From an optimization exercise on the open Yosys and OpenROAD flow, aimed at a short achievable clock period and few clock cycles; shortcuts taken in it are not production practice. RTL that was checked went through simulation tests only; none was proved equivalent to the original. No functional check of the RTL was part of run 5. Power is estimated from default activity; no workload was simulated.

===== design/flow/flow/run.sh =====
#!/bin/bash
# Standard layout, with the timing repair aiming at a larger setup margin.
bash standard.sh SETUP_SLACK_MARGIN=5.2 > standard_flow.log 2>&1

===== design/flow/standard.sh =====
#!/bin/bash
# synth_recipe.tcl (not shown) runs the flow's synth.tcl, then flattens the netlist and writes it again
# the make line also repeats each setting of config.mk as NAME=value (left out here)
make -C /OpenROAD-flow-scripts/flow DESIGN_CONFIG=/design/flow/config.mk WORK_HOME=/design/flow/orfs CLKGATE_MAP_FILE= SYNTH_SCRIPT=/design/flow/synth_recipe.tcl "${@:-finish}"

===== design/flow/config.mk =====
export PLATFORM = sky130hd
export DESIGN_NAME = TinyMIPS
export DESIGN_NICKNAME = TinyMIPS
export VERILOG_FILES = /design/flow/design.v
export SDC_FILE = /design/flow/constraint.sdc
export NUM_CORES = 8
export LEC_CHECK = 0
export CAP_MARGIN = 20
export CORE_MARGIN = 2
export CORE_UTILIZATION = 58
export PLACE_DENSITY = 0.72
export SETUP_SLACK_MARGIN = 5
export SLEW_MARGIN = 20
export SYNTH_HIERARCHICAL = 1

===== design/flow/constraint.sdc =====
create_clock -name core_clock -period 8.0 [get_ports {clk}]
set_input_delay 1.6000 -clock core_clock [delete_from_list [all_inputs] [get_ports {clk}]]
set_output_delay 1.6000 -clock core_clock [all_outputs]
set_load 0.01 [all_outputs]

===== design/flow/design.v =====
module TinyMIPS(
    input  wire        clk,
    input  wire        rst,
    input  wire [15:0] data_fromRAM,
    output wire        wrEn,
    output wire [7:0]  addr_toRAM,
    output wire [15:0] data_toRAM
);
    reg  [7:0]  pA;         
    reg  [7:0]  pAi;        
    reg         pWEi;
    reg         pWE;
    reg  [15:0] pDO;
    reg         pF;         
    reg         pH;         
    reg  [15:0] pSD;
    reg  [7:0]  pPC;        
    reg  [7:0]  pNX;        
    reg         pBP;        
    assign addr_toRAM = pA;
    assign wrEn       = pWE;
    assign data_toRAM = pDO;
    reg         rV, rBP;    
    reg         rF;         
    reg  [7:0]  rPC, rPC1, rNX;
    reg         LAbb;
    reg         dropP;      
    reg  [7:0]  LApc, LApc1;
    reg  [5:0]  LAimm;
    reg  [7:0]  fpc;        
    reg         hF;         
    reg         halted;
    reg         bv;         
    reg  [7:0]  bpc, btg;
    reg  [7:0]  cv;
    reg  [4:0]  ctag [0:7];
    reg  [15:0] cdat [0:7];
    localparam QW = 52;
    reg  [QW-1:0] Q [0:3];
    reg  [3:0]  qh, qt, qn;
    wire        q_ne  = qn[0];
    wire        q_ge2 = qn[1];
    wire        q_ge3 = qn[2];
    wire        q_full = qn[3];
    reg  [15:0] RF [0:7];
    reg         ev;
    reg         e_wr;       
    reg         e_long;     
    reg  [7:0]  e_av, e_lv;          
    reg         e_srl, e_ld, e_st, e_br, e_beq, e_halt;
    reg  [15:0] eX, eY;
    reg         fxa, fya;   
    reg         fxc, fyc;   
    reg         fxm, fym;   
    reg         fxu, fyu;   
    reg  [5:0]  e_imm;
    reg  [7:0]  e_pc, e_pc1, e_pc2;
    reg         e_ptk, e_rb;     
    reg  [7:0]  e_pn;            
    reg         e_bk;            
    reg  [7:0]  e_alt;           
    reg  [7:0]  e_aoh, e_a1oh;   
    reg         bV, b_tk, b_ptk, b_sane, b_bk;
    reg  [7:0]  b_alt;           
    reg  [7:0]  b_pc, b_tgt, b_pc1, b_tgt1, b_pc2;
    reg         b_h0, b_h1;      
    reg  [15:0] b_w0, b_w1;
    reg  [15:0] Rres;       
    reg  [15:0] LR;         
    reg  [7:0]  s1_av, s1_lv;        
    reg         s1_ld;
    reg  [7:0]  s2_lv;               
    reg         s2_ld;
    reg  [7:0]  s3_lv;               
    reg  [7:0]  rselv, dselv, lselv, bxv;
    reg  [15:0] MR0, MR1, MR2, MR3, MR4, MR5;    
    reg  [15:0] SR;                              
    reg  [15:0] M0, M1;                          
    wire [15:0] Xa = fxa ? Rres : eX;
    wire [15:0] Ya = fya ? Rres : eY;
    wire [15:0] Xc = fxc ? Rres : eX;
    wire [15:0] Yc = fyc ? Rres : eY;
    wire [15:0] Xm = fxm ? Rres : eX;
    wire [15:0] Ym = fym ? Rres : eY;
    wire [15:0] Xu = fxu ? Rres : eX;
    wire [15:0] Yu = fyu ? Rres : eY;
    wire [15:0] sum;
    add16m u_sum (.a(Xa), .b(Ya), .s(sum));
    wire        c_eq, c_lt;
    cmp16m u_cmp (.a(Xc), .b(Yc), .eq(c_eq), .lt(c_lt));
    wire        taken = e_beq ? c_eq : c_lt;
    wire        misB  = bV & (~b_sane | (b_tk != b_ptk));
    wire [7:0]  redir  = b_tk ? b_tgt  : b_pc1;
    wire [7:0]  redir1 = b_tk ? b_tgt1 : b_pc2;
    wire        e_ok     = ev & ~misB;
    wire        e_halt_v = e_ok & e_halt;
    wire        e_mem    = e_ok & (e_ld | e_st);
    wire        sq       = misB | e_halt_v;
    wire [7:0]  maddr    = Xm[7:0] + {2'b00, e_imm};
    wire [7:0]  e_tgt, e_tgt1;
    add8m u_et0 (.a(e_pc),  .b({{2{e_imm[5]}}, e_imm}), .s(e_tgt));
    add8m u_et1 (.a(e_pc1), .b({{2{e_imm[5]}}, e_imm}), .s(e_tgt1));
    wire [7:0]  e_alt1 = e_alt + 8'd1;
    reg  [15:0] ew0, ew1;
    reg         eh0r, eh1r;
    integer j;
    always @* begin
        ew0 = 16'd0; ew1 = 16'd0; eh0r = 1'b0; eh1r = 1'b0;
        for (j = 0; j < 8; j = j + 1) begin
            ew0  = ew0  | (cdat[j] & {16{e_aoh[j]}});
            ew1  = ew1  | (cdat[j] & {16{e_a1oh[j]}});
            eh0r = eh0r | (e_aoh[j]  & cv[j] & (ctag[j] == e_alt[7:3]));
            eh1r = eh1r | (e_a1oh[j] & cv[j] & (ctag[j] == e_alt1[7:3]));
        end
    end
    wire        eh0 = eh0r & ~(pWEi & (pAi == e_alt));
    wire        eh1 = eh1r & ~(pWEi & (pAi == e_alt1));
    wire [15:0] r0, r1, r2, r3, r4, r5, shres, m0n, m1n;
    mul_e  u_mul_e  (.x(Xu), .y(Yu), .srl(e_srl), .r0(r0), .r1(r1), .r2(r2), .r3(r3),
                     .r4(r4), .r5(r5), .sh(shres));
    mul_e2 u_mul_e2 (.r0(MR0), .r1(MR1), .r2(MR2), .r3(MR3), .r4(MR4), .r5(MR5), .sh(SR),
                     .s(m0n), .c(m1n));
    wire [15:0] mres;
    add16m u_mres (.a(M0), .b(M1), .s(mres));
    wire [15:0] lres = s2_ld ? data_fromRAM : mres;
    wire [15:0] ri = data_fromRAM;
    wire        r_ok = rV & ~LAbb;
    wire        r_bb = r_ok & (ri[15:12] >= 4'd8) & (ri[15:12] <= 4'd10) & ri[5] & ~rBP;
    wire        p_ok = pF & pH & ~LAbb;
    wire        p_bb = p_ok & (pSD[15:12] >= 4'd8) & (pSD[15:12] <= 4'd10) & pSD[5] & ~pBP;
    wire        wr_p = p_ok & ~r_bb;                     
    wire [17:0] r_pd, p_pd;
    predec u_pr (.w(ri),  .pd(r_pd));
    predec u_pp (.w(pSD), .pd(p_pd));
    wire [QW-1:0] a_r = {ri,  rPC, rNX, r_pd, r_bb, rBP};
    wire [QW-1:0] a_p = {pSD, pPC, pNX, p_pd, p_bb, pBP};
    wire [QW-1:0] q0;
    wire [15:0] rx, ry;
    wire        issue, x0, y0;
    wire [7:0]  e_wv = e_av | e_lv;
    dstage #(.QW(QW)) u_d (
        .q0e(Q[0]), .q1e(Q[1]), .q2e(Q[2]), .q3e(Q[3]), .qh(qh), .q_ne(q_ne), .halted(halted),
        .rf({RF[7], RF[6], RF[5], RF[4], RF[3], RF[2], RF[1], RF[0]}),
        .rres(Rres), .lr(LR), .din(data_fromRAM),
        .rselv(rselv), .dselv(dselv), .lselv(lselv), .bxv(bxv),
        .ev(ev), .e_lv(e_lv), .e_wv(e_wv),
        .q0(q0), .rx(rx), .ry(ry), .issue(issue), .x0(x0), .y0(y0));
    wire [15:0] di   = q0[51:36];
    wire [7:0]  d_pc = q0[35:28];
    wire [7:0]  d_pn = q0[27:20];
    wire        d_rb = q0[1];
    wire        d_bp = q0[0];
    wire [3:0]  dop = di[15:12];
    wire [2:0]  da = di[11:9];
    wire        d_add  = (dop == 4'd0);
    wire        d_addi = (dop == 4'd1);
    wire        d_mul  = (dop == 4'd2);
    wire        d_srl  = (dop == 4'd3);
    wire        d_ld   = (dop == 4'd4);
    wire        d_st   = (dop == 4'd5);
    wire        d_cp   = (dop == 4'd6);
    wire        d_cpi  = (dop == 4'd7);
    wire        d_br   = (dop == 4'd8) | (dop == 4'd9) | (dop == 4'd10);
    wire        d_halt = (dop >= 4'd11);
    wire        needx = q0[3];
    wire        needy = q0[2];
    wire        d_wr  = d_add | d_addi | d_cp | d_cpi;
    wire        d_long = d_ld | d_mul | d_srl;
    wire        d_ptk = d_br & (d_rb | d_bp);
    wire [7:0]  d_pc1 = d_pc + 8'd1;
    wire [7:0]  d_pc2 = d_pc + 8'd2;
    wire [7:0]  d_tgt;
    add8m u_dt0 (.a(d_pc),  .b({{2{di[5]}}, di[5:0]}), .s(d_tgt));
    wire [2:0]  d_t0 = d_pc[2:0]  + di[2:0];
    wire [2:0]  d_t1 = d_pc1[2:0] + di[2:0];
    wire [7:0]  n_w1 = e_ok ? e_wv : 8'd0;                   
    wire [7:0]  n_l1 = e_ok ? e_lv : 8'd0;                   
    wire [7:0]  n_l2 = s1_lv & ~(e_ok ? e_av : 8'd0);        
    wire        room  = ~(q_full | (q_ge3 & (rV | pF)) | (q_ge2 & rV & pF));
    wire [2:0]  fi    = fpc[2:0];
    wire        hitF  = hF & ~(pWEi & (pAi[2:0] == fi));
    wire        bhit  = bv & (bpc == fpc);
    wire [7:0]  fpc1  = fpc + 8'd1;
    wire [7:0]  fpred = bhit ? btg : fpc1;
    wire        hC = cv[fi] & (ctag[fi] == fpc[7:3]) & ~(rF & (rPC[2:0] == fi));
    wire        hA = cv[fpc1[2:0]] & (ctag[fpc1[2:0]] == fpc1[7:3]) & ~(rF & (rPC[2:0] == fpc1[2:0]));
    wire        hB = cv[btg[2:0]] & (ctag[btg[2:0]] == btg[7:3]) & ~(rF & (rPC[2:0] == btg[2:0]));
    wire [7:0]  LAtgt, la_tgt1;
    add8m u_lat  (.a(LApc),  .b({{2{LAimm[5]}}, LAimm}), .s(LAtgt));
    add8m u_lat1 (.a(LApc1), .b({{2{LAimm[5]}}, LAimm}), .s(la_tgt1));
    wire        bf2 = b_sane & b_h0 & b_h1;
    wire        bf1 = b_sane & b_h0 & ~b_h1;
    wire [7:0]  b_alt1 = b_alt + 8'd1;
    wire [7:0]  b_alt2 = b_alt + 8'd2;
    wire [7:0]  b_alt3 = b_alt + 8'd3;
    wire [7:0]  b_s  = bf2 ? b_alt2 : bf1 ? b_alt1 : redir;
    wire [7:0]  b_s1 = bf2 ? b_alt3 : bf1 ? b_alt2 : redir1;
    reg  [7:0]  nA, nNX, nfpc, nPC;
    reg         nF, nH, nBP, nhF;
    always @* begin
        nA = pAi; nNX = pNX; nfpc = fpc; nPC = pPC;
        nF = 1'b0; nH = 1'b0; nBP = 1'b0; nhF = hC & ~pWEi;
        if (misB) begin
            nA = b_s; nF = 1'b1; nPC = b_s; nNX = b_s1; nfpc = b_s1; nhF = 1'b0;
        end else if (e_halt_v | halted) begin
            nF = 1'b0;
        end else begin
            if (e_mem) nA = maddr;
            if (LAbb) begin
                nhF = 1'b0;
                if (room & ~e_mem) begin
                    nA = LAtgt; nF = 1'b1; nPC = LAtgt; nNX = la_tgt1; nfpc = la_tgt1;
                end else
                    nfpc = LAtgt;
            end else if (room & hitF) begin
                nF = 1'b1; nH = 1'b1; nPC = fpc; nNX = fpred; nfpc = fpred; nBP = bhit;
                nhF = (bhit ? hB : hA) & ~pWEi;
            end else if (room & ~e_mem) begin
                nA = fpc; nF = 1'b1; nPC = fpc; nNX = fpred; nfpc = fpred; nBP = bhit;
                nhF = (bhit ? hB : hA) & ~pWEi;
            end
        end
    end
    wire [17:0] b0_pd, b1_pd;
    predec u_pb0 (.w(b_w0), .pd(b0_pd));
    predec u_pb1 (.w(b_w1), .pd(b1_pd));
    wire [QW-1:0] a_b0 = {b_w0, b_alt,  b_alt1, b0_pd, 2'b00};
    wire [QW-1:0] a_b1 = {b_w1, b_alt1, b_alt2, b1_pd, 2'b00};
    wire        rsel = r_ok & ~misB;
    wire [QW-1:0] A0 = rsel ? a_r : (misB ? a_b0 : a_p);
    wire [QW-1:0] A1 = misB ? a_b1 : a_p;
    wire [1:0]  am  = misB ? {bf2, bf1} : e_halt_v ? 2'd0 :
                      {r_ok & p_ok, r_ok ^ p_ok};
    wire        drop = dropP & ~sq;                      
    wire [3:0]  nqh, nqt, nqn;
    qptr u_q (.qh(qh), .qt(qt), .qn(qn), .sq(sq), .issue(issue), .drop(drop), .am(am),
              .nqh(nqh), .nqt(nqt), .nqn(nqn));
    wire [3:0]  qt1 = {qt[2:0], qt[3]};
    always @(posedge clk) begin
        if (rst) begin
            pA  <= 8'd0;
            pWE <= 1'b0;
        end else begin
            pA  <= nA;
            pWE <= e_mem & e_st;
        end
        pDO <= Ym;
    end
    always @(posedge clk or posedge rst) begin
        if (rst) begin
            pAi  <= 8'd0;
            pWEi <= 1'b0;
        end else begin
            pAi  <= nA;
            pWEi <= e_mem & e_st;
        end
    end
    integer i, r;
    always @(posedge clk) begin
        if (rst) begin
            pF <= 1'b1; pH <= 1'b0; pPC <= 8'd0; pNX <= 8'd1; pBP <= 1'b0;
            rV <= 1'b0; rF <= 1'b0; LAbb <= 1'b0; dropP <= 1'b0;
            fpc <= 8'd1; hF <= 1'b0; halted <= 1'b0; bv <= 1'b0;
            cv <= 8'd0;
            qh <= 4'd1; qt <= 4'd1; qn <= 4'd0;
            ev <= 1'b0; bV <= 1'b0;
            s1_av <= 8'd0; s1_lv <= 8'd0; s2_lv <= 8'd0; s3_lv <= 8'd0;
            rselv <= 8'd0; dselv <= 8'd0; lselv <= 8'd0; bxv <= 8'd0;
        end else begin
            pF <= nF; pH <= nH; pPC <= nPC; pNX <= nNX; pBP <= nBP;
            fpc <= nfpc; hF <= nhF;
            qh <= nqh; qt <= nqt; qn <= nqn;
            rV <= pF & ~pH & ~sq & ~LAbb;
            rF <= pF & ~pH;
            LAbb <= (r_bb | (wr_p & p_bb)) & ~sq;
            dropP <= r_bb & p_ok & ~sq;
            if (rF) cv[rPC[2:0]] <= 1'b1;
            if (pWEi) cv[pAi[2:0]] <= 1'b0;
            ev <= issue & ~sq;
            bV <= e_ok & ~e_halt;
            if (e_halt_v) halted <= 1'b1;
            if (bV & b_tk & b_bk) bv <= 1'b1;
            s1_av <= e_ok ? e_av : 8'd0;
            s1_lv <= e_ok ? e_lv : 8'd0;
            s2_lv <= s1_lv & ~(e_ok ? e_av : 8'd0);
            s3_lv <= s2_lv;
            rselv <= n_w1;
            dselv <= ~n_w1 & (s1_ld ? n_l2 : 8'd0);
            lselv <= ~n_w1 & ~n_l2 & s2_lv;
            bxv   <= n_l1 | (~n_w1 & (s1_ld ? 8'd0 : n_l2));
        end
    end
    always @(posedge clk) begin
        pSD <= cdat[fi];
        rPC <= pPC;
        rPC1 <= pPC + 8'd1;
        rNX <= pNX;
        rBP <= pBP;
        if (rF) begin
            cdat[rPC[2:0]] <= data_fromRAM;
            ctag[rPC[2:0]] <= rPC[7:3];
        end
        if (r_bb) begin
            LApc <= rPC; LApc1 <= rPC1; LAimm <= ri[5:0];
        end else begin
            LApc <= pPC; LApc1 <= pPC + 8'd1; LAimm <= pSD[5:0];
        end
        if (bV & b_tk & b_bk) begin
            bpc <= b_pc; btg <= b_tgt;
        end
        for (i = 0; i < 4; i = i + 1) begin
            if ((misB | ~q_full) & qt[i])
                Q[i] <= A0;
            else if ((misB | ~q_ge3) & qt1[i])
                Q[i] <= A1;
        end
        e_wr   <= d_wr;
        e_long <= d_long;
        e_av   <= d_wr   ? (8'd1 << da) : 8'd0;
        e_lv   <= d_long ? (8'd1 << da) : 8'd0;
        e_srl  <= d_srl;
        e_ld   <= d_ld;
        e_st   <= d_st;
        e_br   <= d_br;
        e_beq  <= (dop == 4'd8);
        e_halt <= d_halt;
        eX     <= d_cpi ? {7'd0, di[8:0]} : rx;
        eY     <= d_addi ? {{10{di[5]}}, di[5:0]} : (d_cp | d_cpi) ? 16'd0 : ry;
        fxa    <= needx & x0 & d_wr;
        fya    <= needy & y0 & d_wr;
        fxc    <= needx & x0 & d_br;
        fyc    <= needy & y0 & d_br;
        fxm    <= needx & x0 & (d_ld | d_st);
        fym    <= needy & y0 & d_st;
        fxu    <= needx & x0 & (d_mul | d_srl);
        fyu    <= needy & y0 & (d_mul | d_srl);
        e_imm  <= di[5:0];
        e_bk   <= di[5];
        e_pc   <= d_pc;
        e_pc1  <= d_pc1;
        e_pc2  <= d_pc2;
        e_ptk  <= d_ptk;
        e_rb   <= d_rb;
        e_pn   <= d_pn;
        e_alt  <= d_ptk ? d_pc1 : d_tgt;
        e_aoh  <= 8'd1 << (d_ptk ? d_pc1[2:0] : d_t0);
        e_a1oh <= 8'd1 << (d_ptk ? d_pc2[2:0] : d_t1);
        b_tk   <= e_br & taken;
        b_ptk  <= e_ptk;
        b_alt  <= e_alt;
        b_sane <= e_rb | (e_ptk ? (e_pn == e_tgt) : (e_pn == e_pc1));
        b_bk   <= e_br & e_bk;
        b_pc   <= e_pc;
        b_tgt  <= e_tgt;
        b_pc1  <= e_pc1;
        b_tgt1 <= e_tgt1;
        b_pc2  <= e_pc2;
        b_h0   <= eh0;
        b_h1   <= eh1;
        b_w0   <= ew0;
        b_w1   <= ew1;
        Rres <= sum;
        s1_ld <= e_ld;
        s2_ld <= s1_ld;
        MR0 <= r0; MR1 <= r1; MR2 <= r2; MR3 <= r3; MR4 <= r4; MR5 <= r5;
        SR  <= shres;
        M0  <= m0n; M1 <= m1n;
        LR <= lres;
        for (r = 0; r < 8; r = r + 1) begin
            if (s3_lv[r]) RF[r] <= LR;
            if (s1_av[r]) RF[r] <= Rres;
        end
    end
endmodule
module add16m(input wire [15:0] a, input wire [15:0] b, output wire [15:0] s);
    reg [15:0] g, p;
    integer i, k;
    always @* begin
        g = a & b;
        p = a ^ b;
        for (k = 1; k < 16; k = k * 2)
            for (i = 15; i >= k; i = i - 1) begin
                g[i] = g[i] | (p[i] & g[i-k]);
                p[i] = p[i] & p[i-k];
            end
    end
    assign s = (a ^ b) ^ {g[14:0], 1'b0};
endmodule
module cmp16m(input wire [15:0] a, input wire [15:0] b, output wire eq, output wire lt);
    reg [15:0] g, p;
    integer i, k;
    always @* begin
        g = ~a & b;
        p = ~(a ^ b);
        for (k = 1; k < 16; k = k * 2)
            for (i = 15; i >= k; i = i - 1) begin
                g[i] = g[i] | (p[i] & g[i-k]);
                p[i] = p[i] & p[i-k];
            end
    end
    assign lt = g[15];
    assign eq = (a == b);
endmodule
module mul_e(input wire [15:0] x, input wire [15:0] y, input wire srl,
             output wire [15:0] r0, output wire [15:0] r1, output wire [15:0] r2,
             output wire [15:0] r3, output wire [15:0] r4, output wire [15:0] r5,
             output wire [15:0] sh);
    wire [16:0] yb = {y, 1'b0};
    wire [15:0] pp [0:7];
    wire [15:0] pk;
    genvar g;
    generate
        for (g = 0; g < 8; g = g + 1) begin : booth
            wire one = ~srl & (yb[2*g+1] ^ yb[2*g]);
            wire two = ~srl & ((yb[2*g+2] & ~yb[2*g+1] & ~yb[2*g]) | (~yb[2*g+2] & yb[2*g+1] & yb[2*g]));
            wire neg = ~srl & yb[2*g+2];
            wire [15:0] m  = two ? {x[14:0], 1'b0} : one ? x : 16'd0;
            wire [15:0] mm = neg ? ~m : m;
            assign pp[g] = mm << (2*g);
            assign pk[2*g]   = neg;
            assign pk[2*g+1] = 1'b0;
        end
    endgenerate
    assign r0 = pp[0] ^ pp[1] ^ pp[2];
    assign r1 = ((pp[0] & pp[1]) | (pp[0] & pp[2]) | (pp[1] & pp[2])) << 1;
    assign r2 = pp[3] ^ pp[4] ^ pp[5];
    assign r3 = ((pp[3] & pp[4]) | (pp[3] & pp[5]) | (pp[4] & pp[5])) << 1;
    assign r4 = pp[6] ^ pp[7] ^ pk;
    assign r5 = ((pp[6] & pp[7]) | (pp[6] & pk) | (pp[7] & pk)) << 1;
    wire        zero = (|y[15:6]) | y[4];
    wire [15:0] shr = x >> y[3:0];
    wire [15:0] shl = x << y[3:0];
    assign sh = (srl & ~zero) ? (y[5] ? shl : shr) : 16'd0;
endmodule
module mul_e2(input wire [15:0] r0, input wire [15:0] r1, input wire [15:0] r2,
              input wire [15:0] r3, input wire [15:0] r4, input wire [15:0] r5,
              input wire [15:0] sh, output wire [15:0] s, output wire [15:0] c);
    wire [15:0] a0 = r0 ^ r1 ^ r2;
    wire [15:0] b0 = ((r0 & r1) | (r0 & r2) | (r1 & r2)) << 1;
    wire [15:0] a1 = r3 ^ r4 ^ r5;
    wire [15:0] b1 = ((r3 & r4) | (r3 & r5) | (r4 & r5)) << 1;
    wire [15:0] a2 = a0 ^ b0 ^ a1;
    wire [15:0] b2 = ((a0 & b0) | (a0 & a1) | (b0 & a1)) << 1;
    assign s = (a2 ^ b2 ^ b1) | sh;
    assign c = ((a2 & b2) | (a2 & b1) | (b2 & b1)) << 1;
endmodule
module add8m(input wire [7:0] a, input wire [7:0] b, output wire [7:0] s);
    reg [7:0] g, p;
    integer i, k;
    always @* begin
        g = a & b;
        p = a ^ b;
        for (k = 1; k < 8; k = k * 2)
            for (i = 7; i >= k; i = i - 1) begin
                g[i] = g[i] | (p[i] & g[i-k]);
                p[i] = p[i] & p[i-k];
            end
    end
    assign s = (a ^ b) ^ {g[6:0], 1'b0};
endmodule
module predec(input wire [15:0] w, output wire [17:0] pd);
    wire [3:0] op = w[15:12];
    wire [7:0] fa = 8'd1 << w[11:9];
    wire [7:0] fb = 8'd1 << w[8:6];
    wire [7:0] fc = 8'd1 << w[5:3];
    wire       ab = (op == 4'd8) | (op == 4'd9);
    wire       ya = (op == 4'd5) | (op == 4'd10);
    wire       br = ab | (op == 4'd10);
    wire [7:0] xoh = ab ? fa : fb;
    wire [7:0] yoh = ya ? fa : ab ? fb : fc;
    wire       nx = (op != 4'd7) & (op <= 4'd10);
    wire       ny = (op == 4'd0) | (op == 4'd2) | (op == 4'd3) | (op == 4'd5) | br;
    assign pd = {xoh, yoh, nx, ny};
endmodule
module dstage #(parameter QW = 52) (
    input  wire [QW-1:0] q0e, q1e, q2e, q3e,
    input  wire [3:0]    qh,
    input  wire          q_ne, halted,
    input  wire [127:0]  rf,
    input  wire [15:0]   rres, lr, din,
    input  wire [7:0]    rselv, dselv, lselv, bxv,
    input  wire          ev,
    input  wire [7:0]    e_lv, e_wv,
    output wire [QW-1:0] q0,
    output wire [15:0]   rx, ry,
    output wire          issue, x0, y0);
    assign q0 = ({QW{qh[0]}} & q0e) | ({QW{qh[1]}} & q1e) |
                ({QW{qh[2]}} & q2e) | ({QW{qh[3]}} & q3e);
    wire [7:0]  xs = q0[19:12];      
    wire [7:0]  ys = q0[11:4];
    wire        needx = q0[3];
    wire        needy = q0[2];
    wire [7:0]  w0   = ev ? e_wv : 8'd0;
    wire [7:0]  busy = ev ? (e_lv | (~e_wv & bxv)) : bxv;
    wire        xstall = needx & |(busy & xs);
    wire        ystall = needy & |(busy & ys);
    assign issue = q_ne & ~xstall & ~ystall & ~halted;
    assign x0 = |(xs & w0);
    assign y0 = |(ys & w0);
    reg  [15:0] rfx, rfy;
    integer r;
    always @* begin
        rfx = 16'd0; rfy = 16'd0;
        for (r = 0; r < 8; r = r + 1) begin
            rfx = rfx | (rf[16*r +: 16] & {16{xs[r]}});
            rfy = rfy | (rf[16*r +: 16] & {16{ys[r]}});
        end
    end
    wire        xr = |(xs & rselv);
    wire        yr = |(ys & rselv);
    wire        xd = |(xs & dselv);
    wire        yd = |(ys & dselv);
    wire        xl = |(xs & lselv);
    wire        yl = |(ys & lselv);
    wire [15:0] rx1 = xr ? rres : xl ? lr : rfx;
    wire [15:0] ry1 = yr ? rres : yl ? lr : rfy;
    assign rx = xd ? din : rx1;
    assign ry = yd ? din : ry1;
endmodule
module qptr(input wire [3:0] qh, qt, qn, input wire sq, issue, drop, input wire [1:0] am,
            output wire [3:0] nqh, nqt, nqn);
    assign nqt = drop ? {qt[0], qt[3:1]} :
                 am[1] ? {qt[1:0], qt[3:2]} : am[0] ? {qt[2:0], qt[3]} : qt;
    function [3:0] cnt;
        input [3:0] c;
        cnt = drop ? {1'b0, c[3:1]} :
              am[1] ? {c[1:0], 2'b11} : am[0] ? {c[2:0], 1'b1} : c;
    endfunction
    wire [3:0] n0 = cnt(sq ? 4'd0 : qn);
    wire [3:0] n1 = cnt(sq ? 4'd0 : {1'b0, qn[3:1]});
    assign nqn = issue ? n1 : n0;
    assign nqh = sq ? qt : issue ? {qh[2:0], qh[3]} : qh;
endmodule

==> impl_metrics.ini, run 1 <==
[status]
run_status = timing/DRC/antenna clean

[yosys]
synth_area_um2 = 62890
syn_avg_cell_area_um2 = 10.41
synth_area_leaders = edfxtp_1 25%, dfxtp_1 19%, mux2_2 6.2%
yosysTopAreaCellShare_pct = 24.83
synth.most_common_cell = dfxtp_1
ys_warn_count = 17
synth_seq_cells = 1131
synth_edf_count = 520
synth_cell_types = 129
ys.flop_type = dfxtp_1
seq_area_frac_synth_pct = 44.35
netlist.top_cell.by_area = edfxtp_1
ys_async_sr_fraction_pct = 0.7958
synth_commonest_cells = 602 x dfxtp_1, 552 x nand2_1, 520 x edfxtp_1
synthCells = 6043

[floorplan]
num_rows = 120
dieArea_um2 = 111100
die_y_um = 333.3
fp.coreArea_um2 = 107400
chipWidth_um = 333.3
initial_core_util_pct = 58.58
pin_count = 43

[clocking]
ctsHoldBuffers = 0
clkTransAtPathRegs_ps = 70
clock-sinks = 1131
cts_tree = built
root_buffer = clkbuf_16
htree_levels = 3
clk_latency_ps = 760
cts_buffer_depth = 3
numCtsBuffers = 115

[power]
ir_drop_mv = 0.4493
cellPowerDensity_nw_per_um2 = 511.8
p_leak_uw = 0.02665

[setup_path]
worstSetupStartpointType = flip-flop
arrival_ps = 1270
cp-startpoint = pA[5]
critPathTopFamily = flip-flops
end_kind = primary output
criticalPathCategory = flip-flop to primary output
reg2reg_slack_ps = 5180
worst_ep_required_time_ps = 6400
worstPathMaxFanout = 2
path_cells = buf_6
reg2reg_depth = 6
path_buf_inv = 1
r2r-end = Q[3][48]
cp_slowest_stage_delay_ps = 400
cp_num_cells = 1
critPathSlowestCell = dfxtp_4
timing.rr.start = b_tk
crit_end = addr_toRAM[5]

[layout]
nNetsFinal = 6184
utilization_pct = 66.30
drive_gt1_share_pct = 21.01
area_growth_pct = 13.18

[detailed_routing]
drt_first_pass_iters = 7
drc = 0
wire_per_inst_um = 29.45
drt_wl_total_um = 220200
via_per_inst = 6.905
vias = 51650
drtIter0Drc = 8233
drtAntennaViolNets = 0

[place]
dpl.hpwl_um = 133900
place.gp.congestion = 0.9507
port_buffers = 42
dpl_worst_slack_ps = 3415

[grt]
grt_pass1_wl_um = 311900
grt_max_degree = 77
antenna_found_initial = 15
grt_use_total_pct = 37.47
gr-total-overflow = 0
grt_pass1_vias = 47410

[timing]
max_freq_mhz = 348.5
setup_tns_ps = 0
finalSetupViolCount = 0
fin_crit_ps = 2870
worst_hold_slack_ps = 327.9
skew_ps = 42.29
finalHoldViolations = 0
relSlewSlack_pct = 18.21
worst_slack_ps = 5130
tightest_slew_ps = 1225
fin_crit_sh_pct = 35.87
rsz0062_at_grt = true
slew_violations = 0

[run]
max-cap-violations = 0

[worst_hold_path]
worstHoldPathType = flip-flop to flip-flop
min_from = e_pc2[3]
==> sequential cells by signal, summed over array words and instances (netlist names), 40 cells and up, named ones only <==
register and flops:
RF 128, ctag 40, Q 208, cdat 128
==> where the power goes <==
group | switching, µW | leakage, µW | internal (µW)
Combinational | 11900 | 0.0146 | 8080
Sequential | 2210 | 0.0100 | 8460
Clock | 2460 | 0.00200 | 3280
Total | 16600 | 0.0267 | 19800
==> cells in the final DEF, fill, tap and decap left out, types with 27 or more instances in the layout <==
| master | count |
|---|---|
| nor3_1 | 54 |
| a21oi_1 | 294 |
| nor2b_1 | 47 |
| and3_1 | 37 |
| edfxtp_1 | 520 |
| mux2i_1 | 254 |
| buf_4 | 134 |
| a211oi_1 | 42 |
| o211ai_1 | 36 |
| xor2_1 | 107 |
| xnor2_1 | 162 |
| a31oi_1 | 46 |
| nand2_1 | 521 |
| a22oi_2 | 36 |
| mux2_2 | 334 |
| dfxtp_2 | 36 |
| ha_1 | 106 |
| nand3_1 | 108 |
| nor2_1 | 464 |
| clkbuf_16 | 142 |
| nor3b_1 | 46 |
| nand3b_1 | 43 |
| buf_6 | 29 |
| fa_1 | 81 |
| mux4_2 | 84 |
| o21ai_0 | 246 |
| inv_1 | 112 |
| nand2b_1 | 34 |
| a22oi_1 | 382 |
| buf_12 | 48 |
| dfxtp_1 | 548 |
| or2_2 | 27 |
| nand4_1 | 95 |
| conb_1 | 40 |
==> through the flow <==
stage / cells / total power, µW / area (µm²)
floorplan: 6081 / 22360 / 63160
global placement: 7089 / 27520 / 63460
detailed placement: 7089 / 27900 / 63460
CTS: 7402 / 34500 / 69590
global route: 7476 / 37900 / 71160
finish: 7480 / 36420 / 71170
==> per-module statistics from Yosys (local to each module, per instance), excerpt <==
module	cell area [µm²]	cells inside	copies in the design
TinyMIPS	45800	3720	1
mul_e2	1413	94	1
mul_e	5475	834	1
add8m	324.1	42	5
predec	555.5	73	4
cmp16m	391.6	57	1
qptr	459.2	61	1
==> how the worst min path moves through the flow <==
stage | cells after the start | slack (ps) | endpoint
global route | 0 | 330 | b_pc2[5]
floorplan | 0 | 310 | b_pc2[1]
global placement | 0 | 310 | b_pc2[3]
finish | 0 | 330 | b_pc2[3]
CTS | 0 | 330 | b_pc2[2]
detailed placement | 0 | 310 | b_pc2[2]
==> layer usage <==
layer | track usage (%) | vias to the layer above | share of wire (%)
li1 | - | 22100 | -
met1 | 54.03 | 24860 | 39
met2 | 53.03 | 4034 | 42
met3 | 10.82 | 635 | 15
met4 | 14.35 | 24 | 4.3
met5 | 0.6513 | - | 0.20
==> cell type report <==
type | instances | area [µm²]
inverter | 123 | 486.7
fill | 7954 | 36180
sequential | 1131 | 28000
clock buffer | 160 | 3518
timing repair inverter | 1 | 7.507
timing repair buffer | 282 | 3460
clock inverter | 59 | 533.0
tap | 1403 | 1755
antenna | 4 | 10.01
multi-input combinational | 4317 | 33400
==> logic make-up (layout without fill, tap and decap cells) <==
kind of cell,after synthesis,in the layout,share of synthesized area (%)
compound gates,1419,1421,15.39
xor+xnor,278,278,3.989
fa+ha+maj,210,210,5.121
buf+inv,646,625,4.877
flops,1131,1131,44.35
mux,706,714,13.69
other cells,2,44,0.01194
simple gates,1651,1654,12.57
==> repair_timing <==
action                     CTS  global route
cloned                      24            18
pin swaps                   23            43
resized for setup          398           194
setup endpoints to repair  707           231
buffers inserted            70            56
Testbench counts, summed over its fixed seeds: cycles 116,542.
==> inputs of run 2 (changes only) <==
==> design/flow/flow/run.sh (replaced) <==
#!/bin/bash
# Standard layout, with the timing repair aiming at a larger setup margin.
bash standard.sh SETUP_SLACK_MARGIN=5.25 > standard_flow.log 2>&1
--- a/design/flow/config.mk
+++ b/design/flow/config.mk
@@ -9,4 +9,4 @@
 export CORE_MARGIN = 2
-export CORE_UTILIZATION = 58
-export PLACE_DENSITY = 0.72
+export CORE_UTILIZATION = 50
+export PLACE_DENSITY = 0.65
 export SETUP_SLACK_MARGIN = 5
==> impl_metrics.ini, run 2 <==
[status]
run_status = timing/DRC/antenna clean

[power]
ir_drop_mv = 0.4096
pwr-share-seq_pct = 28.8
p_leak_uw = 0.02740
power_uw = 37320
swShare_pct = 44.82
p_comb_share_pct = 55.2
intPower_uw = 20600
pwr-share-clk_pct = 16.0
cellPowerDensity_nw_per_um2 = 510.7
p_sw_uw = 16730

[timing]
skew_ps = 45.80
max_freq_mhz = 346.7
finalSetupViolCount = 0
worst_slack_ps = 5115
tightest_slew_ps = 1242
rsz0062_at_grt = true
slew_violations = 0
fin_crit_ps = 2885
relSlewSlack_pct = 17.06
fin_crit_sh_pct = 36.06
finalHoldViolations = 0
setup_tns_ps = 0

[setup_path]
worst_ep_required_time_ps = 6400
path_cells = buf_6
arrival_ps = 1280
r2r-end = MR0[4]
reg2reg_depth = 7
end_kind = primary output
critPathTopFamily = flip-flops
cp-startpoint = pDO[12]
critPathSlowestCell = dfxtp_4
criticalPathCategory = flip-flop to primary output
cp_slowest_stage_delay_ps = 410
path_buf_inv = 1
reg2reg_slack_ps = 5240
timing.rr.start = fxu
worstPathMaxFanout = 1
worstSetupStartpointType = flip-flop

[clocking]
root_buffer = clkbuf_16
ctsHoldBuffers = 0
numCtsBuffers = 119
cts_buffer_depth = 3
clk_latency_ps = 780
cts_tree = built
clock-sinks = 1131
htree_levels = 3
clkTransAtPathRegs_ps = 60

[floorplan]
chipWidth_um = 358.6
fp.coreArea_um2 = 125200
die_y_um = 358.6
dieArea_um2 = 128600
pin_count = 43
num_rows = 130
initial_core_util_pct = 50.21

[layout]
fillers = 10180
layout_commonest_cell = dfxtp_1
largest_reg_flops = 208
drive_gt1_share_pct = 23.23
area_growth_pct = 16.21
nNetsFinal = 6280
final_cell_mix = 543 x dfxtp_1, 520 x edfxtp_1, 512 x nand2_1

[yosys]
synth_seq_cells = 1131
synth_area_leaders = edfxtp_1 25%, dfxtp_1 19%, mux2_2 6.2%
syn_avg_cell_area_um2 = 10.41
netlist.top_cell.by_area = edfxtp_1
seq_area_frac_synth_pct = 44.35
synth_cell_types = 129
synth_commonest_cells = 602 x dfxtp_1, 552 x nand2_1, 520 x edfxtp_1
synth_area_um2 = 62890
synth_edf_count = 520
yosysTopAreaCellShare_pct = 24.83
synthCells = 6043
ys.flop_type = dfxtp_1
ys_async_sr_fraction_pct = 0.7958
synth.most_common_cell = dfxtp_1
ys_warn_count = 17

[detailed_routing]
highest_layer = met5
via_per_inst = 6.582
drc = 0
vias = 51500
drtIter0Drc = 7704
wl_met1_um = 92140
drt_wl_total_um = 226600
drtAntennaViolNets = 0
drt_first_pass_iters = 7
wl_met3_um = 28800
met2WireLength_um = 94720
wire_per_inst_um = 28.96

[grt]
grt_pass1_vias = 47430
gr-total-overflow = 0
grt_max_degree = 77
grt_pass1_wl_um = 321700
grt_use_total_pct = 33.68
antenna_found_initial = 12

[place]
dpl_worst_slack_ps = 3397
dpl.hpwl_um = 137000
place.gp.congestion = 0.9518
port_buffers = 42

[worst_hold_path]
hold_depth = 0
hold_end = b_pc2[5]
min_from = e_pc2[5]
worstHoldPathType = flip-flop to flip-flop

[run]
max-cap-violations = 0
[run 2: cell counts after synthesis]
No cell type changed its count.
[run 2: power by group through the flow]
| stage | registers [µW] | logic [µW] | clock network [µW] |
|---|---|---|---|
| floorplan | 9380 | 13000 | 0 |
| CTS | 10600 | 19100 | 6010 |
| global placement | 10600 | 17100 | 0 |
| global route | 10900 | 21900 | 6230 |
| finish | 10700 | 20600 | 5980 |
| detailed placement | 10600 | 17400 | 0 |
[run 2: cell type report]
class                           count  area (µm²)  area share, %
Clock inverter                     49       561.8         0.7687
Timing Repair inverter              1       7.507        0.01027
Multi-Input combinational cell   4315       33690          46.10
Timing Repair Buffer              376        4511          6.172
Antenna cell                        3       7.507        0.01027
Inverter                          123       491.7         0.6728
Clock buffer                      177        3724          5.095
Sequential cell                  1131       28020          38.35
Tap cell                         1650        2064          2.825
[run 2: per-layer routing]
layer,up-vias,global-route usage [%]
li1,22280,-
met1,25200,48.56
met2,3391,48.66
met3,626,8.091
met4,6,13.19
met5,-,0
[run 2: repair_timing]
item                                    4_1_cts  5_1_grt
gates resized for setup                     509      199
buffers inserted                            111      106
pin swaps                                    46       75
gates cloned                                 32       15
endpoints found under the setup margin      743      439
[run 2: kinds of logic after synthesis]
logic type	Yosys count	share of synthesized area (%)
AND/OR/NAND/NOR	1651	12.57
other	2	0.01194
buffers and inverters	646	4.877
XOR/XNOR	278	3.989
adder cells (fa/ha/maj)	210	5.121
multiplexers	706	13.69
flip-flops	1131	44.35
AO/OA/AOI/OAI	1419	15.39
[run 2: how the worst max path moves through the flow]
stage	endpoint	slack, ps	cells after the start
after global placement	Q[2][10]	3490	8
after floorplan	Q[1][7]	4740	9
after global routing	data_toRAM[12]	5110	1
final	data_toRAM[12]	5120	1
after CTS	data_toRAM[12]	5090	1
after detailed placement	Q[2][10]	3400	8
[run 2: worst register-to-register path: cells and delay by family, from the launching register on]
family	cells	cell delay, ps
AO/OA/AOI/OAI	3	700
multiplexers	1	500
AND/OR/NAND/NOR	1	100
adder cells (fa/ha/maj)	1	480
buffers and inverters	1	330
flip-flops	1	520
[run 2: through the flow]
stage	instance area, µm²	instances	hold slack [ps]	util [%]
2_1_floorplan	63190	6081	309.6	-
3_3_place_gp	63760	7331	310.4	50.91
3_5_place_dp	63780	7332	312.1	50.93
4_1_cts	71240	7701	326.9	56.88
5_1_grt	73070	7822	336.7	58.34
6_report	73080	7825	327.1	58.35
[run 2: Yosys stat by module (local to each module, per instance), excerpt]
module | cells | flip-flops and latches | copies in the design
mul_e | 834 | 0 | 1
add16m | 91 | 0 | 2
qptr | 61 | 0 | 1
predec | 73 | 0 | 4
add8m | 42 | 0 | 5
mul_e2 | 94 | 0 | 1
cmp16m | 57 | 0 | 1
TinyMIPS | 3720 | 1131 | 1
==> inputs of run 3 (changes only) <==
--- a/design/flow/design.v
+++ b/design/flow/design.v
@@ -143,3 +143,3 @@
         .rf({RF[7], RF[6], RF[5], RF[4], RF[3], RF[2], RF[1], RF[0]}),
-        .rres(Rres), .lr(LR), .din(data_fromRAM),
+        .rres(Rres), .lr(LR), .din(lres),
         .rselv(rselv), .dselv(dselv), .lselv(lselv), .bxv(bxv),
@@ -287,5 +287,5 @@
             rselv <= n_w1;
-            dselv <= ~n_w1 & (s1_ld ? n_l2 : 8'd0);
+            dselv <= ~n_w1 & n_l2;
             lselv <= ~n_w1 & ~n_l2 & s2_lv;
-            bxv   <= n_l1 | (~n_w1 & (s1_ld ? 8'd0 : n_l2));
+            bxv   <= n_l1;
         end
==> impl_metrics.ini, run 3 <==
[yosys]
synth_area_leaders = edfxtp_1 25%, dfxtp_1 19%, mux2_2 6.2%
seq_area_frac_synth_pct = 44.05
synth_xor_area_share_pct = 4.094
synth_mux_area_share_pct = 13.82
synth_area_um2 = 62950
synth_seq_cells = 1123
ys_warn_count = 17
synth_edf_count = 520
syn_avg_cell_area_um2 = 10.36
yosysTopAreaCellShare_pct = 24.80
synth_cell_types = 117
synth-simple-area-share_pct = 12.66
synth.most_common_cell = dfxtp_1
netlist.top_cell.by_area = edfxtp_1
synthCells = 6078
synth_compound_area_share_pct = 15.26
synth_top_family_by_area = compound AO/OA/AOI/OAI gates
ys.flop_type = dfxtp_1
synth_adder_area_share_pct = 5.116
synth_commonest_cells = 594 x dfxtp_1, 522 x nand2_1, 520 x edfxtp_1
ys_async_sr_fraction_pct = 0.8014

[grt]
grt_use_total_pct = 31.73
grt_pass1_wl_um = 310700
grt_pass1_vias = 47650
grt_max_degree = 89
gr-total-overflow = 0
antenna_found_initial = 4

[power]
cellPowerDensity_nw_per_um2 = 487.3
ir_drop_mv = 0.3212
p_leak_uw = 0.02652

[place]
place.gp.congestion = 0.9423
dpl.hpwl_um = 136400
port_buffers = 42
dpl_worst_slack_ps = 3689

[timing]
tightest_slew_ps = 1262
relSlewSlack_pct = 15.75
fin_crit_sh_pct = 35.02
setup_tns_ps = 0
worst_slack_ps = 5198
rsz0062_at_grt = true
max_freq_mhz = 356.9
fin_crit_ps = 2802
finalHoldViolations = 0
slew_violations = 0
worst_hold_slack_ps = 326.9
skew_ps = 42.87
finalSetupViolCount = 0

[layout]
layout_commonest_cell = dfxtp_1
final_cell_mix = 534 x dfxtp_1, 520 x edfxtp_1, 491 x nand2_1
utilization_pct = 57.07
drive_gt1_share_pct = 21.42
area_growth_pct = 13.54
largest_reg_flops = 208
nNetsFinal = 6190

[setup_path]
path_cells = mux2_4, ha_1, nor2b_1, o21a_1, o211a_1, o21ai_1, nand3b_1, a211o_1, a32o_2
path_buf_inv = 0
end_kind = flip-flop
worstSetupStartpointType = flip-flop
arrival_ps = 3440
critPathSlowestCell = dfxtp_4
worst_ep_required_time_ps = 8640
worstPathMaxFanout = 4
criticalPathCategory = flip-flop to flip-flop
critPathTopFamily = compound AO/OA/AOI/OAI gates
cp_slowest_stage_delay_ps = 400

[clocking]
clkTransAtPathRegs_ps = 60
numCtsBuffers = 120
cts_tree = built
root_buffer = clkbuf_16
clk_latency_ps = 770
clock-sinks = 1123
htree_levels = 3
cts_buffer_depth = 3

[floorplan]
fp.coreArea_um2 = 125200
chipWidth_um = 358.8
initial_core_util_pct = 50.26
dieArea_um2 = 128800
pin_count = 43
die_y_um = 358.8
num_rows = 130

[run]
max-cap-violations = 0

[detailed_routing]
via_per_inst = 6.561
drc = 0
drtIter0Drc = 7166
drt_wl_total_um = 216700
wire_per_inst_um = 28.02
vias = 50740
drtAntennaViolNets = 0
drt_first_pass_iters = 7

[status]
run_status = timing/DRC/antenna clean

[worst_hold_path]
worstHoldPathType = flip-flop to flip-flop
[run 3: layer usage]
metal / global-route usage [%] / routed length, µm
met5: 0 / 27
met4: 13.02 / 10070
met3: 6.784 / 25880
met2: 48.41 / 94800
met1: 43.86 / 85900
[run 3: cells by family after synthesis]
group	count (synthesis)
adder cells (fa/ha/maj)	210
AND/OR/NAND/NOR	1668
AO/OA/AOI/OAI	1418
multiplexers	716
other	2
flip-flops	1123
XOR/XNOR	285
buffers and inverters	656
[run 3: layout make-up]
| cell class | count | area (µm²) |
|---|---|---|
| Timing Repair Buffer | 272 | 2943 |
| Clock buffer | 170 | 3495 |
| Antenna cell | 2 | 5.005 |
| Tap cell | 1650 | 2064 |
| Clock inverter | 57 | 708.2 |
| Sequential cell | 1123 | 27860 |
| Timing Repair inverter | 1 | 7.507 |
| Inverter | 110 | 441.7 |
| Multi-Input combinational cell | 4349 | 33960 |
| Fill cell | 10450 | 53770 |
[run 3: path summary, 6_finish.rpt]
path	from	end	slack, ps	cells after the start
min	e_pc2[2]	b_pc2[2]	330	0
min reg2reg	e_pc2[2]	b_pc2[2]	330	0
max in group asynchronous	rst	pAi[2]	5920	2
max reg2reg	fxm	pA[6]	5200	9
min in group asynchronous	rst	pAi[6]	1390	2
max	fxm	pA[6]	5200	9
[run 3: modules after synthesis (local to each module, per instance), excerpt]
module	area, µm²	times used
qptr	459.2	1
mul_e2	1413	1
cmp16m	391.6	1
mul_e	5475	1
add16m	694.4	2
add8m	324.1	5
TinyMIPS	45860	1
predec	555.5	4
[run 3: through the flow]
stage / power (µW) / std cells / instance area (µm²)
after global routing: 36480 / 7732 / 71470
after global placement: 26350 / 7342 / 63710
after CTS: 33390 / 7648 / 69780
after detailed placement: 26640 / 7342 / 63710
after floorplan: 21230 / 6116 / 63240
final: 34830 / 7734 / 71480
[run 3: power by group]
| part | total, µW | switching (µW) | leakage, µW | internal, µW |
|---|---|---|---|---|
| Sequential | 10300 | 2110 | 0.00997 | 8180 |
| Clock | 5940 | 2470 | 0.00205 | 3470 |
| Combinational | 18600 | 11000 | 0.0145 | 7610 |
| Total | 34800 | 15600 | 0.0265 | 19300 |
[run 3: timing repair]
action,in CTS,in global routing
hold buffers,0,0
setup endpoints to repair,660,460
resized for setup,445,221
cloned,9,13
setup buffers,70,71
pin swaps,25,52
Testbench counts of run 3, summed over its fixed seeds: cycles 114,982.
==> inputs of run 4 (changes only) <==
==> design/flow/flow/run.sh (replaced) <==
#!/bin/bash
# Standard layout, with the timing repair aiming at a larger setup margin.
bash standard.sh SETUP_SLACK_MARGIN=5.2 > standard_flow.log 2>&1
--- a/design/flow/config.mk
+++ b/design/flow/config.mk
@@ -9,4 +9,4 @@
 export CORE_MARGIN = 2
-export CORE_UTILIZATION = 50
-export PLACE_DENSITY = 0.65
+export CORE_UTILIZATION = 58
+export PLACE_DENSITY = 0.72
 export SETUP_SLACK_MARGIN = 5
==> impl_metrics.ini, run 4 <==
[yosys]
netlist.top_cell.by_area = edfxtp_1
syn_avg_cell_area_um2 = 10.36
ys_warn_count = 17
synth_top_family_by_area = compound AO/OA/AOI/OAI gates
yosysTopAreaCellShare_pct = 24.80
synth_adder_area_share_pct = 5.116
synthCells = 6078
ys.flop_type = dfxtp_1
synth_area_leaders = edfxtp_1 25%, dfxtp_1 19%, mux2_2 6.2%
seq_area_frac_synth_pct = 44.05
synth_commonest_cells = 594 x dfxtp_1, 522 x nand2_1, 520 x edfxtp_1
synth_xor_area_share_pct = 4.094
synth_edf_count = 520
synth_cell_types = 117
synth_mux_area_share_pct = 13.82
ys_async_sr_fraction_pct = 0.8014
synth-simple-area-share_pct = 12.66
synth.most_common_cell = dfxtp_1
synth_compound_area_share_pct = 15.26
synth_seq_cells = 1123
synth_area_um2 = 62950

[timing]
relSlewSlack_pct = 17.83
finalHoldViolations = 0
setup_tns_ps = 0
rsz0062_at_grt = true
skew_ps = 25.64
worst_slack_ps = 5129
max_freq_mhz = 348.3
finalSetupViolCount = 0
worst_hold_slack_ps = 326.4
tightest_slew_ps = 1231
fin_crit_ps = 2871
fin_crit_sh_pct = 35.89
slew_violations = 0

[power]
pwr-share-clk_pct = 16.5
intPower_uw = 18960
pwr-share-seq_pct = 30.1
p_sw_uw = 15470
power_uw = 34440
ir_drop_mv = 0.3435
p_comb_share_pct = 53.4
swShare_pct = 44.93
p_leak_uw = 0.02640
cellPowerDensity_nw_per_um2 = 487.4

[layout]
layout_commonest_cell = dfxtp_1
drive_gt1_share_pct = 20.08
area_growth_pct = 12.25
final_cell_mix = 554 x dfxtp_1, 520 x edfxtp_1, 490 x nand2_1
stdcell_area_um2 = 70660
largest_reg_flops = 208
nNetsFinal = 6186
fillers = 8076

[setup_path]
timing.rr.start = fxm
reg2reg_depth = 9
r2r-end = pA[6]
end_kind = flip-flop
reg2reg_slack_ps = 5130
worst_ep_required_time_ps = 8610
arrival_ps = 3480
criticalPathCategory = flip-flop to flip-flop
worstPathMaxFanout = 5
worstSetupStartpointType = flip-flop

[worst_hold_path]
worstHoldPathType = flip-flop to flip-flop
hold_end = b_pc2[2]
hold_depth = 0
min_from = e_pc2[2]

[grt]
antenna_found_initial = 6
top_usage_layer = met2
grt_max_degree = 100
grt_use_met1_pct = 50.99
use_met3_pct = 8.280
grt_pass1_vias = 47690
gr-total-overflow = 0
grt_pass1_wl_um = 302800
grt_use_total_pct = 35.83
met2_usage_pct = 52.27

[clocking]
htree_levels = 3
clkTransAtPathRegs_ps = 70
clock-sinks = 1123
cts_buffer_depth = 3
cts_tree = built
ctsHoldBuffers = 0
clk_latency_ps = 730
numCtsBuffers = 114
root_buffer = clkbuf_16

[place]
dpl_worst_slack_ps = 3461
dpl.hpwl_um = 130700
port_buffers = 42
place.gp.congestion = 0.9581
placed_area_um2 = 63350

[floorplan]
die_y_um = 333.5
initial_core_util_pct = 58.64
pin_count = 43
dieArea_um2 = 111200
fp.coreArea_um2 = 107400
chipWidth_um = 333.5
num_rows = 120

[detailed_routing]
vias = 51520
wire_per_inst_um = 28.47
drtIter0Drc = 8088
drtAntennaViolNets = 0
drt_first_pass_iters = 9
via_per_inst = 6.887
drt_wl_total_um = 212900
drc = 0

[status]
run_status = timing/DRC/antenna clean

[run]
max-cap-violations = 0
## run 4: cell counts after synthesis
No cell type changed its count.
## run 4: per-stage QoR
| stage | instances | utilization [%] |
|---|---|---|
| floorplan | 6116 | - |
| global placement | 7090 | 59.01 |
| detailed placement | 7090 | 59.01 |
| CTS | 7376 | 64.04 |
| global route | 7480 | 65.82 |
| finish | 7480 | 65.82 |
## run 4: critical path, stage by stage (launching register included)
cell and delay (ps):
dfxtp_4 390, buf_4 160, mux2_2 420, ha_1 400, o21a_1 190, o211a_1 190
nor3_1 70, nand3b_1 300, a211o_1 370, a32o_1 250
## run 4: cell type report
class                      instances  area (µm²)  share of cell area [%]
sequential                      1123       27830                   39.38
clock inverter                    70       724.4                   1.025
inverter                         110       441.7                  0.6251
clock buffer                     148        3263                   4.618
tap                             1403        1755                   2.484
antenna                            2       5.005                0.007083
timing repair buffer             272        3129                   4.429
timing repair inverter             1       7.507                 0.01062
multi-input combinational       4351       33510                   47.42
## run 4: power by group through the flow
stage | Combinational [µW] | Clock (µW) | Sequential (µW)
2_1_floorplan | 12200 | 0 | 9050
3_3_place_gp | 15800 | 0 | 10200
3_5_place_dp | 16100 | 0 | 10300
4_1_cts | 16800 | 5670 | 10200
5_1_grt | 19500 | 5900 | 10500
6_report | 18400 | 5670 | 10400
## run 4: worst max path at each step
stage	startpoint	to	slack (ps)	depth (start not counted)
after detailed placement	data_fromRAM[14]	Q[0][10]	3460	8
after floorplan	data_fromRAM[14]	Q[3][7]	4740	9
after CTS	qh[1]	qn[0]	5190	12
final	fxm	pA[6]	5130	9
after global placement	data_fromRAM[14]	Q[0][10]	3530	8
after global routing	b_tk	pA[0]	5100	7
## run 4: logic make-up after synthesis
family / count (synthesis)
mux: 716
buf+inv: 656
other cells: 2
xor+xnor: 285
simple gates: 1668
fa+ha+maj: 210
compound gates: 1418
flops: 1123
## run 4: per-module statistics from Yosys (local to each module, per instance), a selection
module    copies in the design  flip-flops and latches  area [µm²]  cells
cmp16m                       1                       0       391.6     57
TinyMIPS                     1                    1123       45860   3755
predec                       4                       0       555.5     73
mul_e                        1                       0        5475    834
mul_e2                       1                       0        1413     94
qptr                         1                       0       459.2     61
add8m                        5                       0       324.1     42
add16m                       2                       0       694.4     91
## run 4: routing by layer
metal / part of all wire [%] / vias to the layer above
met2: 42 / 3873
met1: 39 / 24840
met5: 0.0061 / -
li1: - / 22130
met4: 4.6 / 2
met3: 14 / 676
## run 4: repair_timing
action	CTS	global route
gates cloned	13	23
gates resized for setup	352	205
buffers inserted	55	79
endpoints found under the setup margin	687	355
pin swaps	23	39
==> inputs of run 5 (changes only) <==
--- a/design/flow/design.v
+++ b/design/flow/design.v
@@ -34,5 +34,5 @@
     reg  [7:0]  bpc, btg;
-    reg  [7:0]  cv;
-    reg  [4:0]  ctag [0:7];
-    reg  [15:0] cdat [0:7];
+    reg  [15:0] cv;
+    reg  [3:0]  ctag [0:15];
+    reg  [15:0] cdat [0:15];
     localparam QW = 52;
@@ -61,3 +61,3 @@
     reg  [7:0]  e_alt;           
-    reg  [7:0]  e_aoh, e_a1oh;   
+    reg  [15:0] e_aoh, e_a1oh;   
     reg         bV, b_tk, b_ptk, b_sane, b_bk;
@@ -108,7 +108,7 @@
         ew0 = 16'd0; ew1 = 16'd0; eh0r = 1'b0; eh1r = 1'b0;
-        for (j = 0; j < 8; j = j + 1) begin
+        for (j = 0; j < 16; j = j + 1) begin
             ew0  = ew0  | (cdat[j] & {16{e_aoh[j]}});
             ew1  = ew1  | (cdat[j] & {16{e_a1oh[j]}});
-            eh0r = eh0r | (e_aoh[j]  & cv[j] & (ctag[j] == e_alt[7:3]));
-            eh1r = eh1r | (e_a1oh[j] & cv[j] & (ctag[j] == e_alt1[7:3]));
+            eh0r = eh0r | (e_aoh[j]  & cv[j] & (ctag[j] == e_alt[7:4]));
+            eh1r = eh1r | (e_a1oh[j] & cv[j] & (ctag[j] == e_alt1[7:4]));
         end
@@ -173,4 +173,4 @@
     add8m u_dt0 (.a(d_pc),  .b({{2{di[5]}}, di[5:0]}), .s(d_tgt));
-    wire [2:0]  d_t0 = d_pc[2:0]  + di[2:0];
-    wire [2:0]  d_t1 = d_pc1[2:0] + di[2:0];
+    wire [3:0]  d_t0 = d_pc[3:0]  + di[3:0];
+    wire [3:0]  d_t1 = d_pc1[3:0] + di[3:0];
     wire [7:0]  n_w1 = e_ok ? e_wv : 8'd0;                   
@@ -179,4 +179,4 @@
     wire        room  = ~(q_full | (q_ge3 & (rV | pF)) | (q_ge2 & rV & pF));
-    wire [2:0]  fi    = fpc[2:0];
-    wire        hitF  = hF & ~(pWEi & (pAi[2:0] == fi));
+    wire [3:0]  fi    = fpc[3:0];
+    wire        hitF  = hF & ~(pWEi & (pAi[3:0] == fi));
     wire        bhit  = bv & (bpc == fpc);
@@ -184,5 +184,5 @@
     wire [7:0]  fpred = bhit ? btg : fpc1;
-    wire        hC = cv[fi] & (ctag[fi] == fpc[7:3]) & ~(rF & (rPC[2:0] == fi));
-    wire        hA = cv[fpc1[2:0]] & (ctag[fpc1[2:0]] == fpc1[7:3]) & ~(rF & (rPC[2:0] == fpc1[2:0]));
-    wire        hB = cv[btg[2:0]] & (ctag[btg[2:0]] == btg[7:3]) & ~(rF & (rPC[2:0] == btg[2:0]));
+    wire        hC = cv[fi] & (ctag[fi] == fpc[7:4]) & ~(rF & (rPC[3:0] == fi));
+    wire        hA = cv[fpc1[3:0]] & (ctag[fpc1[3:0]] == fpc1[7:4]) & ~(rF & (rPC[3:0] == fpc1[3:0]));
+    wire        hB = cv[btg[3:0]] & (ctag[btg[3:0]] == btg[7:4]) & ~(rF & (rPC[3:0] == btg[3:0]));
     wire [7:0]  LAtgt, la_tgt1;
@@ -263,3 +263,3 @@
             fpc <= 8'd1; hF <= 1'b0; halted <= 1'b0; bv <= 1'b0;
-            cv <= 8'd0;
+            cv <= 16'd0;
             qh <= 4'd1; qt <= 4'd1; qn <= 4'd0;
@@ -276,4 +276,4 @@
             dropP <= r_bb & p_ok & ~sq;
-            if (rF) cv[rPC[2:0]] <= 1'b1;
-            if (pWEi) cv[pAi[2:0]] <= 1'b0;
+            if (rF) cv[rPC[3:0]] <= 1'b1;
+            if (pWEi) cv[pAi[3:0]] <= 1'b0;
             ev <= issue & ~sq;
@@ -299,4 +299,4 @@
         if (rF) begin
-            cdat[rPC[2:0]] <= data_fromRAM;
-            ctag[rPC[2:0]] <= rPC[7:3];
+            cdat[rPC[3:0]] <= data_fromRAM;
+            ctag[rPC[3:0]] <= rPC[7:4];
         end
@@ -345,4 +345,4 @@
         e_alt  <= d_ptk ? d_pc1 : d_tgt;
-        e_aoh  <= 8'd1 << (d_ptk ? d_pc1[2:0] : d_t0);
-        e_a1oh <= 8'd1 << (d_ptk ? d_pc2[2:0] : d_t1);
+        e_aoh  <= 16'd1 << (d_ptk ? d_pc1[3:0] : d_t0);
+        e_a1oh <= 16'd1 << (d_ptk ? d_pc2[3:0] : d_t1);
         b_tk   <= e_br & taken;
==> design/flow/flow/run.sh (replaced) <==
#!/bin/bash
# Standard layout, with the timing repair aiming at a larger setup margin.
bash standard.sh SETUP_SLACK_MARGIN=5.25 > standard_flow.log 2>&1
--- a/design/flow/config.mk
+++ b/design/flow/config.mk
@@ -9,4 +9,4 @@
 export CORE_MARGIN = 2
-export CORE_UTILIZATION = 58
-export PLACE_DENSITY = 0.72
+export CORE_UTILIZATION = 50
+export PLACE_DENSITY = 0.65
 export SETUP_SLACK_MARGIN = 5
==> impl_metrics.ini, run 5 <==
[detailed_routing]
drtAntennaViolNets = 0
vias = 58790
drc = 0
drt_first_pass_iters = 9
via_per_inst = 6.776
wire_per_inst_um = 30.55
drt_wl_total_um = 265000
drtIter0Drc = 9321

[place]
port_buffers = 42
place.gp.congestion = 0.9735
dpl.hpwl_um = 158800

[timing]
skew_ps = 22.72
fin_crit_sh_pct = 38.54
tightest_slew_ps = 1173
setup_tns_ps = 0
slew_violations = 0
rsz0062_at_grt = true
finalSetupViolCount = 0
fin_crit_ps = 3083
relSlewSlack_pct = 21.69
max_freq_mhz = 324.4
finalHoldViolations = 0

[clocking]
clkTransAtPathRegs_ps = 60
ctsHoldBuffers = 0
clock-sinks = 1301
cts_buffer_depth = 3
htree_levels = 4
cts_tree = built
clk_latency_ps = 800
numCtsBuffers = 142
root_buffer = clkbuf_16

[power]
p_leak_uw = 0.03103
cellPowerDensity_nw_per_um2 = 471.3
ir_drop_mv = 0.2849

[yosys]
ys.flop_type = edfxtp_1
ys_async_sr_fraction_pct = 0.6918
synth-simple-area-share_pct = 11.56
netlist.top_cell.by_area = edfxtp_1
ys_warn_count = 17
syn_avg_cell_area_um2 = 10.89
synth_area_um2 = 71980
synth_xor_area_share_pct = 4.309
synth_seq_cells = 1301
synth.most_common_cell = edfxtp_1
seq_area_frac_synth_pct = 45.59
synth_compound_area_share_pct = 15.18
synth_top_family_by_area = compound AO/OA/AOI/OAI gates
synth_adder_area_share_pct = 4.596
synth_edf_count = 672
yosysTopAreaCellShare_pct = 28.03
synthCells = 6610
synth_area_leaders = edfxtp_1 28%, dfxtp_1 17%, mux4_2 5.3%
synth_commonest_cells = 672 x edfxtp_1, 620 x dfxtp_1, 547 x nand2_1
synth_mux_area_share_pct = 14.15
synth_cell_types = 114

[layout]
largest_reg_flops = 256
final_cell_mix = 672 x edfxtp_1, 551 x dfxtp_1, 500 x nor2_1
nNetsFinal = 6873
drive_gt1_share_pct = 23.91
layout_commonest_cell = edfxtp_1
area_growth_pct = 16.07
utilization_pct = 58.30
fillers = 11670

[grt]
grt_pass1_wl_um = 371000
antenna_found_initial = 12
grt_pass1_vias = 54460
grt_use_total_pct = 34.01
gr-total-overflow = 0
grt_max_degree = 78

[setup_path]
worstSetupStartpointType = flip-flop
worstPathMaxFanout = 5
worst_ep_required_time_ps = 8660
arrival_ps = 3740
criticalPathCategory = flip-flop to flip-flop
end_kind = flip-flop

[run]
max-cap-violations = 0

[floorplan]
num_rows = 139
chipWidth_um = 383.4
dieArea_um2 = 147000
initial_core_util_pct = 50.23
pin_count = 43
fp.coreArea_um2 = 143300
die_y_um = 383.4

[worst_hold_path]
worstHoldPathType = flip-flop to flip-flop

[status]
run_status = timing/DRC/antenna clean
==> run 5: changes by cell type after synthesis, sizes merged, moves of 29 or more <==
cell,change
a221oi,+127
a22o,+128
a22oi,-125
clkbuf,+66
edfxtp,+152
mux4,+85
xor2,+29
==> run 5: kinds of logic (layout without fill, tap and decap cells) <==
logic type	after synthesis	in the layout
xor gates and xnor gates	324	325
adders and majority gates	217	217
and+or+nand+nor	1736	1739
DFF	1301	1301
muxes	761	766
AOI/OAI and AO/OA	1561	1564
other	2	44
buffers and inverters	708	818
==> run 5: final timing paths <==
| check | start | end | slack, ps | cells past startpoint |
|---|---|---|---|---|
| worst max-delay path | e_alt[1] | b_h1 | 4920 | 13 |
| worst min-delay path | e_pc2[3] | b_pc2[3] | 330 | 0 |
| worst max register to register | e_alt[1] | b_h1 | 4920 | 13 |
| worst min register to register | e_pc2[3] | b_pc2[3] | 330 | 0 |
| max in group asynchronous | rst | pAi[4] | 6280 | 3 |
| min in group asynchronous | rst | pAi[5] | 1470 | 3 |
==> run 5: timing repair <==
item / CTS / global route
pin swaps: 46 / 92
buffers inserted: 126 / 113
hold endpoints to repair: 0 / 0
cloned: 26 / 30
gates resized for setup: 514 / 273
endpoints found under the setup margin: 746 / 479
==> run 5: report_power, final <==
| group | leakage [µW] | total [µW] | internal (µW) | switching, µW |
|---|---|---|---|---|
| sequential | 0.0116 | 11300 | 9200 | 2110 |
| combinational | 0.0172 | 21500 | 9000 | 12500 |
| clock | 0.00229 | 6610 | 3780 | 2830 |
| total | 0.0310 | 39400 | 22000 | 17400 |
==> run 5: final cells by class <==
cell class	count	area, µm²	share of cell area [%]
clock buffers	202	4135	4.950
multi-input cells	4651	37910	45.38
well taps	1903	2381	2.850
inverters	120	498.0	0.5961
repair inverters	3	20.02	0.02396
diodes	4	10.01	0.01198
flip-flops and latches	1301	32980	39.48
clock inverters	59	485.5	0.5811
repair buffers	434	5121	6.130
==> run 5: Yosys stat by module (local to each module, per instance), a selection <==
module | cell area [µm²] | copies in the design | cells
cmp16m | 391.6 | 1 | 57
add16m | 694.4 | 2 | 91
qptr | 459.2 | 1 | 61
predec | 555.5 | 4 | 73
add8m | 324.1 | 5 | 42
mul_e | 5475 | 1 | 834
TinyMIPS | 54890 | 1 | 4287
mul_e2 | 1413 | 1 | 94
==> run 5: routing by layer <==
layer  track usage (%)  vias to the layer above  part of all wire, %
li1                  -                    24790                    -
met1             47.54                    28760                   39
met2             49.79                     4320                   43
met3             8.129                      921                   13
met4             16.04                        6                  5.7
met5                 0                        -                0.014
==> run 5: through the flow <==
| step | total power, µW | worst slack, ps | cells | cell area [µm²] | hold WS, ps |
|---|---|---|---|---|---|
| finish | 39370 | 4917 | 8677 | 83550 | 327.0 |
| global route | 40940 | 4883 | 8674 | 83540 | 334.0 |
| CTS | 37210 | 4949 | 8530 | 80810 | 327.4 |
| detailed placement | 29100 | 3312 | 8117 | 73130 | 314.4 |
| global placement | 28860 | 3465 | 8117 | 73130 | 310.5 |
| floorplan | 23140 | 4737 | 6648 | 72310 | 309.6 |
==> run 5: critical path, cell delays in order, from the launching register on <==
cell and delay [ps]:
dfxtp_4 400, ha_4 140, and3_4 210, and3_4 250, xnor2_4 90, buf_12 160, buf_4 140, buf_4 130
xor2_1 150, and3_1 200, a2111o_1 330, a2111oi_4 330, o22ai_4 170, o31a_1 230

what the ideal ports hide:
The results above use ideal ports. As a check the final layouts listed here were re-extracted and re-timed, cells and wires unchanged.
Step 1: set_driving_cell puts a clkbuf_16 on clk and a buf_2 on each other input, an assumption about the parent block.
Step 2 moves the port delays by t, midway between the first and last clock arrival at a register: inputs arrive t later, outputs are due t later. That takes back most of the time a late clock gives input paths.
Three values: no drivers, after step 1, after step 2; two values: the first two.
run | shift t [ns] | setup slack, ns | clock arrival spread, ns
run 1 | 0.818 | 5.130 / 5.050 / 4.424 | 0.043 / 0.044
run 2 | 0.834 | 5.115 / 5.036 / 4.421 | 0.052 / 0.052
run 3 | 0.832 | 5.198 / 5.120 / 4.490 | 0.044 / 0.044
run 4 | 0.790 | 5.129 / 5.129 / 4.524 | 0.030 / 0.030
run 5 | 0.879 | 4.917 / 4.917 / 4.405 | 0.031 / 0.031
After both steps setup and hold are still met in every run listed. The setup slack of run 3, which loses most, moves by -0.078 ns with the drivers and by -0.708 ns with both steps.
